Background: an optimization exercise with open tools, aiming at small area. Do not read the settings as production practice.
RTL that was checked went through simulation tests only; none was proved equivalent to the original.

red:
==> module conv_top, before the edit <==
module conv_top
#(
    parameter DATA_WIDTH  = 8,
    parameter KERNEL_SIZE = 25
)
(
    input  logic                     i_clk,
    input  logic                     i_arstn,
    input  logic                     i_arstn_perf,
    input  logic                     i_enable_count2,
    input  logic                     i_ready,
    input  logic                     i_valid,
    input  logic [KERNEL_SIZE - 1:0] i_bit_X,
    input  logic [KERNEL_SIZE - 1:0] i_bit_K,
    output logic [              1:0] o_conv,
    output logic                     o_ready,
    output logic                     o_valid,
    output logic [             31:0] o_perf_cycle_count,
    output logic [             31:0] o_perf_cycle_count2
);
    typedef enum logic [2:0] {
        IDLE       = 3'd0,
        READ       = 3'd1,
        WAIT_RES   = 3'd2,
        READ_DONE  = 3'd3,
        WRITE      = 3'd4,
        WRITE_DONE = 3'd5
    } state_t;
    state_t PS;
    state_t NS;
    logic [3:0] s_count;     
    logic       s_c2;        
    logic [1:0] s_ph;        
    logic       s_idle;
    assign s_idle = (PS == IDLE);
    always_comb begin
        NS = PS;
        case (PS)
            IDLE:       if (i_valid) NS = READ;
            READ:       NS = WAIT_RES;
            WAIT_RES:   NS = ((s_count >= 4'd5) & (s_count <= 4'd12)) ? WRITE : READ_DONE;
            READ_DONE:  if (~i_valid) NS = IDLE;
            WRITE:      if (~i_ready) NS = WRITE_DONE;
            WRITE_DONE: if (i_ready)  NS = IDLE;
            default:    NS = PS;
        endcase
    end
    always_ff @(posedge i_clk, negedge i_arstn) begin
        if (~i_arstn) begin
            PS      <= IDLE;
            s_count <= 4'd0;
            s_c2    <= 1'b0;
            s_ph    <= 2'd0;
        end
        else begin
            PS      <= NS;
            s_c2    <= (PS == WAIT_RES);
            s_ph    <= s_ph + 2'd1;
            if (s_idle & i_valid)
                s_count <= s_count + 4'd1;
        end
    end
    assign o_ready = s_idle;
    assign o_valid = (PS == WRITE);
    counter PERF1 (
        .i_clk   ( i_clk              ),
        .i_arstn ( i_arstn_perf       ),
        .i_inc   ( PS == READ         ),
        .o_count ( o_perf_cycle_count )
    );
    counter PERF2 (
        .i_clk   ( i_clk               ),
        .i_arstn ( i_arstn_perf        ),
        .i_inc   ( i_enable_count2     ),
        .o_count ( o_perf_cycle_count2 )
    );
    logic [3:0] s_bit;       
    logic       s_act;
    logic [2:0] s_col_e, s_col_o;
    logic       s_mk_e, s_mk_o, s_mx_e, s_mx_o, s_ins_e, s_ins_o;
    assign s_bit   = s_idle ? s_count : s_count - 4'd1;
    assign s_act   = (s_idle | (PS == READ) | (PS == WAIT_RES) | s_c2) & ~s_bit[3];
    assign s_col_e = {s_ph, 1'b0};
    assign s_col_o = {s_ph, 1'b1};
    assign s_mk_e  = s_act & (s_col_e <= s_bit[2:0]);
    assign s_mk_o  = s_act & (s_col_o <= s_bit[2:0]);
    assign s_mx_e  = s_act & (s_col_e <  s_bit[2:0]);
    assign s_mx_o  = s_act & (s_col_o <  s_bit[2:0]);
    assign s_ins_e = s_act & (s_col_e == s_bit[2:0]);
    assign s_ins_o = s_act & (s_col_o == s_bit[2:0]);
    logic [KERNEL_SIZE - 1:0] s_x, s_k;          
    logic [KERNEL_SIZE - 1:0] s_hold_x, s_hold_k;
    logic [KERNEL_SIZE - 1:0] s_pp_e1, s_pp_e2, s_pp_o1, s_pp_o2;
    assign s_x = s_idle ? i_bit_X : s_hold_x;
    assign s_k = s_idle ? i_bit_K : s_hold_k;
    always_ff @(posedge i_clk) begin
        s_hold_x <= s_x;
        s_hold_k <= s_k;
    end
    genvar i;
    generate
        for (i = 0; i < KERNEL_SIZE; i++) begin : serial_multipier
            logic s_tx_e, s_tx_o, s_tk_e, s_tk_o;
            serial_mul S_MUL0 (
                .i_clk   ( i_clk   ),
                .i_ins_e ( s_ins_e ),
                .i_ins_o ( s_ins_o ),
                .i_x     ( s_x[i]  ),
                .i_k     ( s_k[i]  ),
                .o_x_e   ( s_tx_e  ),
                .o_x_o   ( s_tx_o  ),
                .o_k_e   ( s_tk_e  ),
                .o_k_o   ( s_tk_o  )
            );
            assign s_pp_e1[i] = s_x[i] & s_tk_e & s_mk_e;
            assign s_pp_e2[i] = s_k[i] & s_tx_e & s_mx_e;
            assign s_pp_o1[i] = s_x[i] & s_tk_o & s_mk_o;
            assign s_pp_o2[i] = s_k[i] & s_tx_o & s_mx_o;
        end
    endgenerate
    logic [7:0] s_pop;
    popcnt #(.N(2 * KERNEL_SIZE)) POP0 (
        .e ( {s_pp_e2, s_pp_e1} ),
        .o ( {s_pp_o2, s_pp_o1} ),
        .p ( s_pop              )
    );
    logic [7:0]  s_pop_q;
    logic [3:0]  s_sh, s_sh_q;
    logic [15:0] s_acc;
    assign s_sh = s_bit + {1'b0, s_col_e};
    always_ff @(posedge i_clk, negedge i_arstn) begin
        if (~i_arstn) begin
            s_pop_q <= 8'd0;
            s_sh_q  <= 4'd0;
            s_acc   <= 16'd0;
        end
        else begin
            s_pop_q <= (s_idle & ~i_valid) ? 8'd0 : s_pop;
            s_sh_q  <= s_sh;
            s_acc   <= s_acc + ({8'd0, s_pop_q} << s_sh_q);
        end
    end
    logic [15:0] s_acc_out;
    assign s_acc_out = {s_acc[15:8],
                        s_acc[7] ^ (s_pop_q[0] & (s_sh_q == 4'd7)) ^ (s_pop[0] & (s_sh == 4'd7)),
                        s_acc[6:0]};
    t2b DIGIT0 (
        .i_acc   ( s_acc_out    ),
        .i_cnt   ( s_count[2:0] ),
        .o_digit ( o_conv       )
    );
endmodule
make LEC_CHECK=0 CAP_MARGIN=20 CORE_MARGIN=2 CORE_UTILIZATION=40 SLEW_MARGIN=20 finish   # period 12.0 ns
run.sh (not shown) runs the stock make flow with config.mk's settings and CLKGATE_MAP_FILE= SYNTH_SCRIPT=/design/flow/synth_recipe.tcl, a recipe that flattens the netlist after the stock synthesis.
What blue does differently from red at the input level:
-- flow/design.v --
<<< red, line 467
    logic       s_mk_e, s_mk_o, s_mx_e, s_mx_o, s_ins_e, s_ins_o;
    assign s_bit   = s_idle ? s_count : s_count - 4'd1;
    assign s_act   = (s_idle | (PS == READ) | (PS == WAIT_RES) | s_c2) & ~s_bit[3];
    assign s_col_e = {s_ph, 1'b0};
    assign s_col_o = {s_ph, 1'b1};
>>> blue, line 467
    logic       s_mk_e, s_mk_o, s_mx_e, s_mx_o, s_ins_e, s_ins_o;
    assign s_bit   = s_idle ? s_count : s_count - 4'd1;
    assign s_act   = (s_idle ? i_valid : ((PS == READ) | (PS == WAIT_RES) | s_c2)) & ~s_bit[3];
    assign s_col_e = {s_ph, 1'b0};
    assign s_col_o = {s_ph, 1'b1};
<<< red, line 523
        end
        else begin
            s_pop_q <= (s_idle & ~i_valid) ? 8'd0 : s_pop;
            s_sh_q  <= s_sh;
            s_acc   <= s_acc + ({8'd0, s_pop_q} << s_sh_q);
>>> blue, line 523
        end
        else begin
            s_pop_q <= s_pop;
            s_sh_q  <= s_sh;
            s_acc   <= s_acc + ({8'd0, s_pop_q} << s_sh_q);
Findings:
In summary, blue completed successfully, with a layout that passed the timing, DRC and antenna checks. Of red and blue, the run reporting the lower routed wire length was red. Combined global-route utilization of all metal layers ended up 0.52 points higher on blue than on red. Number of vias per cell after detailed routing (blue over red): increase, about 0.9%. Comparing red against blue, there is no change at all in initial antenna violation count.

conv_top, a different RTL version from the one above (not shown whole).
Size in the first run: roughly 1600 cells after synthesis, roughly 0.020 sq mm of cells after synthesis.
==> module counter, before the edit <==
module counter (
    input  logic        i_clk,
    input  logic        i_arstn,
    input  logic        i_inc,
    output logic [31:0] o_count
);
    logic [32:0] s_c;
    logic [31:0] s_next;
    assign s_c[0] = i_inc;
    genvar j;
    generate
        for (j = 0; j < 32; j++) begin : inc
            ha HA0 (.a(o_count[j]), .b(s_c[j]), .s(s_next[j]), .co(s_c[j + 1]));
        end
    endgenerate
    always_ff @(posedge i_clk, negedge i_arstn) begin
        if (~i_arstn)
            o_count <= 32'b0;
        else
            o_count <= s_next;
    end
endmodule
==> module conv_top, before the edit <==
module conv_top
#(
    parameter DATA_WIDTH  = 8,
    parameter KERNEL_SIZE = 25
)
(
    input  logic                     i_clk,
    input  logic                     i_arstn,
    input  logic                     i_arstn_perf,
    input  logic                     i_enable_count2,
    input  logic                     i_ready,
    input  logic                     i_valid,
    input  logic [KERNEL_SIZE - 1:0] i_bit_X,
    input  logic [KERNEL_SIZE - 1:0] i_bit_K,
    output logic [              1:0] o_conv,
    output logic                     o_ready,
    output logic                     o_valid,
    output logic [             31:0] o_perf_cycle_count,
    output logic [             31:0] o_perf_cycle_count2
);
    typedef enum logic [2:0] {
        IDLE       = 3'd0,
        READ       = 3'd1,
        WAIT_RES   = 3'd2,
        READ_DONE  = 3'd3,
        WRITE      = 3'd4,
        WRITE_DONE = 3'd5
    } state_t;
    state_t PS;
    state_t NS;
    logic [3:0] s_count;     
    logic       s_c2;        
    logic [1:0] s_ph;        
    logic       s_idle;
    assign s_idle = (PS == IDLE);
    always_comb begin
        NS = PS;
        case (PS)
            IDLE:       if (i_valid) NS = READ;
            READ:       NS = WAIT_RES;
            WAIT_RES:   NS = ((s_count >= 4'd5) & (s_count <= 4'd12)) ? WRITE : READ_DONE;
            READ_DONE:  if (~i_valid) NS = IDLE;
            WRITE:      if (~i_ready) NS = WRITE_DONE;
            WRITE_DONE: if (i_ready)  NS = IDLE;
            default:    NS = PS;
        endcase
    end
    always_ff @(posedge i_clk, negedge i_arstn) begin
        if (~i_arstn) begin
            PS      <= IDLE;
            s_count <= 4'd0;
            s_c2    <= 1'b0;
            s_ph    <= 2'd0;
        end
        else begin
            PS      <= NS;
            s_c2    <= (PS == WAIT_RES);
            s_ph    <= s_ph + 2'd1;
            if (s_idle & i_valid)
                s_count <= s_count + 4'd1;
        end
    end
    assign o_ready = s_idle;
    assign o_valid = (PS == WRITE);
    counter PERF1 (
        .i_clk   ( i_clk              ),
        .i_arstn ( i_arstn_perf       ),
        .i_inc   ( PS == READ         ),
        .o_count ( o_perf_cycle_count )
    );
    counter PERF2 (
        .i_clk   ( i_clk               ),
        .i_arstn ( i_arstn_perf        ),
        .i_inc   ( i_enable_count2     ),
        .o_count ( o_perf_cycle_count2 )
    );
    logic [3:0] s_bit;       
    logic       s_act;
    logic [2:0] s_col_e, s_col_o;
    logic       s_mk_e, s_mk_o, s_mx_e, s_mx_o, s_ins_e, s_ins_o;
    assign s_bit   = s_idle ? s_count : s_count - 4'd1;
    assign s_act   = (s_idle | (PS == READ) | (PS == WAIT_RES) | s_c2) & ~s_bit[3];
    assign s_col_e = {s_ph, 1'b0};
    assign s_col_o = {s_ph, 1'b1};
    assign s_mk_e  = s_act & (s_col_e <= s_bit[2:0]);
    assign s_mk_o  = s_act & (s_col_o <= s_bit[2:0]);
    assign s_mx_e  = s_act & (s_col_e <  s_bit[2:0]);
    assign s_mx_o  = s_act & (s_col_o <  s_bit[2:0]);
    assign s_ins_e = s_act & (s_col_e == s_bit[2:0]);
    assign s_ins_o = s_act & (s_col_o == s_bit[2:0]);
    logic [KERNEL_SIZE - 1:0] s_x, s_k;          
    logic [KERNEL_SIZE - 1:0] s_hold_x, s_hold_k;
    logic [KERNEL_SIZE - 1:0] s_pp_e1, s_pp_e2, s_pp_o1, s_pp_o2;
    assign s_x = s_idle ? i_bit_X : s_hold_x;
    assign s_k = s_idle ? i_bit_K : s_hold_k;
    always_ff @(posedge i_clk) begin
        s_hold_x <= s_x;
        s_hold_k <= s_k;
    end
    genvar i;
    generate
        for (i = 0; i < KERNEL_SIZE; i++) begin : serial_multipier
            logic s_tx_e, s_tx_o, s_tk_e, s_tk_o;
            serial_mul S_MUL0 (
                .i_clk   ( i_clk   ),
                .i_ins_e ( s_ins_e ),
                .i_ins_o ( s_ins_o ),
                .i_x     ( s_x[i]  ),
                .i_k     ( s_k[i]  ),
                .o_x_e   ( s_tx_e  ),
                .o_x_o   ( s_tx_o  ),
                .o_k_e   ( s_tk_e  ),
                .o_k_o   ( s_tk_o  )
            );
            assign s_pp_e1[i] = s_x[i] & s_tk_e & s_mk_e;
            assign s_pp_e2[i] = s_k[i] & s_tx_e & s_mx_e;
            assign s_pp_o1[i] = s_x[i] & s_tk_o & s_mk_o;
            assign s_pp_o2[i] = s_k[i] & s_tx_o & s_mx_o;
        end
    endgenerate
    logic [7:0] s_pop;
    popcnt #(.N(2 * KERNEL_SIZE)) POP0 (
        .e ( {s_pp_e2, s_pp_e1} ),
        .o ( {s_pp_o2, s_pp_o1} ),
        .p ( s_pop              )
    );
    logic [7:0]  s_pop_q;
    logic [3:0]  s_sh, s_sh_q;
    logic [15:0] s_acc;
    logic [15:0] s_addend, s_acc_next;
    logic [16:0] s_acc_c;
    assign s_sh = s_bit + {1'b0, s_col_e};
    assign s_addend = {8'd0, s_pop_q} << s_sh_q;
    assign s_acc_c[0] = 1'b0;
    genvar j;
    generate
        for (j = 0; j < 16; j++) begin : acc_add
            fa FA0 (.a(s_acc[j]), .b(s_addend[j]), .ci(s_acc_c[j]), .s(s_acc_next[j]), .co(s_acc_c[j + 1]));
        end
    endgenerate
    always_ff @(posedge i_clk, negedge i_arstn) begin
        if (~i_arstn) begin
            s_pop_q <= 8'd0;
            s_sh_q  <= 4'd0;
            s_acc   <= 16'd0;
        end
        else begin
            s_pop_q <= (s_idle & ~i_valid) ? 8'd0 : s_pop;
            s_sh_q  <= s_sh;
            s_acc   <= s_acc_next;
        end
    end
    logic [15:0] s_acc_out;
    assign s_acc_out = {s_acc[15:8],
                        s_acc[7] ^ (s_pop_q[0] & (s_sh_q == 4'd7)) ^ (s_pop[0] & (s_sh == 4'd7)),
                        s_acc[6:0]};
    t2b DIGIT0 (
        .i_acc   ( s_acc_out    ),
        .i_cnt   ( s_count[2:0] ),
        .o_digit ( o_conv       )
    );
endmodule
==> flow/config.mk <==
export PLATFORM = sky130hd
export DESIGN_NAME = conv_top
export DESIGN_NICKNAME = conv_top
export VERILOG_FILES = /design/flow/design.v
export SDC_FILE = /design/flow/constraint.sdc
export NUM_CORES = 4
export LEC_CHECK = 0
export CAP_MARGIN = 30
export CORE_MARGIN = 2
export CORE_UTILIZATION = 65
export CTS_BUF_LIST = sky130_fd_sc_hd__clkbuf_8
export CTS_CLUSTER_DIAMETER = 50
export CTS_CLUSTER_SIZE = 15
export SLEW_MARGIN = 20
export BUFFER_PORTS_ARGS = -buffer_cell sky130_fd_sc_hd__buf_1
export CTS_ARGS = -sink_clustering_enable -repair_clock_nets -dont_use_dummy_load -buf_list sky130_fd_sc_hd__clkbuf_8 -sink_clustering_size 15 -sink_clustering_max_diameter 50
==> flow/constraint.sdc <==
create_clock -name core_clock -period 12.0 [get_ports {i_clk}]
set_input_delay 2.4000 -clock core_clock [delete_from_list [all_inputs] [get_ports {i_clk}]]
set_output_delay 2.4000 -clock core_clock [all_outputs]
set_load 0.01 [all_outputs]
standard.sh (not shown) runs the stock make flow with config.mk's settings and CLKGATE_MAP_FILE= SYNTH_SCRIPT=/design/flow/synth_recipe.tcl, a recipe that flattens the netlist after the stock synthesis.
==> flow/flow/run.sh <==
#!/bin/bash
# Own layout flow: the standard layout (standard.sh, standard synthesis) with two changes
# made through ORFS variables appended to config.mk:
#  - port buffers are sky130_fd_sc_hd__buf_1 (buffer_ports -buffer_cell);
#  - clock tree synthesis without dummy loads, clkbuf_8 buffers, clusters of at most 15 sinks.
# The output of the ORFS make run goes to flow_make.log; ORFS keeps each tool's log in orfs/logs.
set -euo pipefail
cat >> config.mk <<'CFG'
export BUFFER_PORTS_ARGS = -buffer_cell sky130_fd_sc_hd__buf_1
export CTS_ARGS = -sink_clustering_enable -repair_clock_nets -dont_use_dummy_load -buf_list sky130_fd_sc_hd__clkbuf_8 -sink_clustering_size 15 -sink_clustering_max_diameter 50
CFG
bash standard.sh > flow_make.log 2>&1
The baseline went through all stages and came out clean.
Change:
--- a/flow/design.v
+++ b/flow/design.v
@@ -20,22 +20,13 @@
     input  logic        i_arstn,
     input  logic        i_inc,
     output logic [31:0] o_count
 );
-    logic [32:0] s_c;
-    logic [31:0] s_next;
-    assign s_c[0] = i_inc;
-    genvar j;
-    generate
-        for (j = 0; j < 32; j++) begin : inc
-            ha HA0 (.a(o_count[j]), .b(s_c[j]), .s(s_next[j]), .co(s_c[j + 1]));
-        end
-    endgenerate
     always_ff @(posedge i_clk, negedge i_arstn) begin
         if (~i_arstn)
             o_count <= 32'b0;
         else
-            o_count <= s_next;
+            o_count <= o_count + {31'b0, i_inc};
     end
 endmodule
 module popcnt #(parameter N = 50) (
     input  logic [N-1:0] e,
@@ -522,19 +513,9 @@
     );
     logic [7:0]  s_pop_q;
     logic [3:0]  s_sh, s_sh_q;
     logic [15:0] s_acc;
-    logic [15:0] s_addend, s_acc_next;
-    logic [16:0] s_acc_c;
     assign s_sh = s_bit + {1'b0, s_col_e};
-    assign s_addend = {8'd0, s_pop_q} << s_sh_q;
-    assign s_acc_c[0] = 1'b0;
-    genvar j;
-    generate
-        for (j = 0; j < 16; j++) begin : acc_add
-            fa FA0 (.a(s_acc[j]), .b(s_addend[j]), .ci(s_acc_c[j]), .s(s_acc_next[j]), .co(s_acc_c[j + 1]));
-        end
-    endgenerate
     always_ff @(posedge i_clk, negedge i_arstn) begin
         if (~i_arstn) begin
             s_pop_q <= 8'd0;
             s_sh_q  <= 4'd0;
@@ -542,9 +523,9 @@
         end
         else begin
             s_pop_q <= (s_idle & ~i_valid) ? 8'd0 : s_pop;
             s_sh_q  <= s_sh;
-            s_acc   <= s_acc_next;
+            s_acc   <= s_acc + ({8'd0, s_pop_q} << s_sh_q);
         end
     end
     logic [15:0] s_acc_out;
     assign s_acc_out = {s_acc[15:8],
Effect: Setup slack is worse by 0.18 ns; fmax falls by 1.6%; global-route usage falls by 0.47 points; non-clock buffer count falls by 2; count of clock-buffer cells in the layout is unchanged; design area hardly moves.
The RTL of the first run of this note was laid out without a check of its function.

## static timing again, ports no longer ideal
The results above use ideal ports. As a check the final layouts listed here were re-extracted and re-timed, cells and wires unchanged. Step 1: set_driving_cell puts a clkbuf_16 on i_clk and a buf_2 on each other input, an assumption about the parent block. Step 2, shift: input delay + t, output delay - t, t = (earliest + latest rising clock arrival at the registers) / 2. This alone moves slack from input paths to output paths. a / b / c = ideal ports / drivers / drivers and shift; a / b = the first two.
run	shift t [ns]	setup WS [ns]	latest minus earliest clock arrival (ns)	worst slew at a driven data input, ns
red	0.656	0.392 / 0.371 / 0.371	0.026 / 0.026	0.10
blue	0.643	0.375 / 0.307 / 0.307	0.027 / 0.027	0.06
the first run of note 2	0.611	0.763 / 0.713 / 0.972	0.067 / 0.067	0.09
the second run of note 2	0.619	0.586 / 0.535 / 0.867	0.103 / 0.103	0.08
After both steps every run listed still meets setup and hold. The setup slack of blue, which loses most, moves by -0.068 ns with the drivers and by -0.068 ns with both steps.
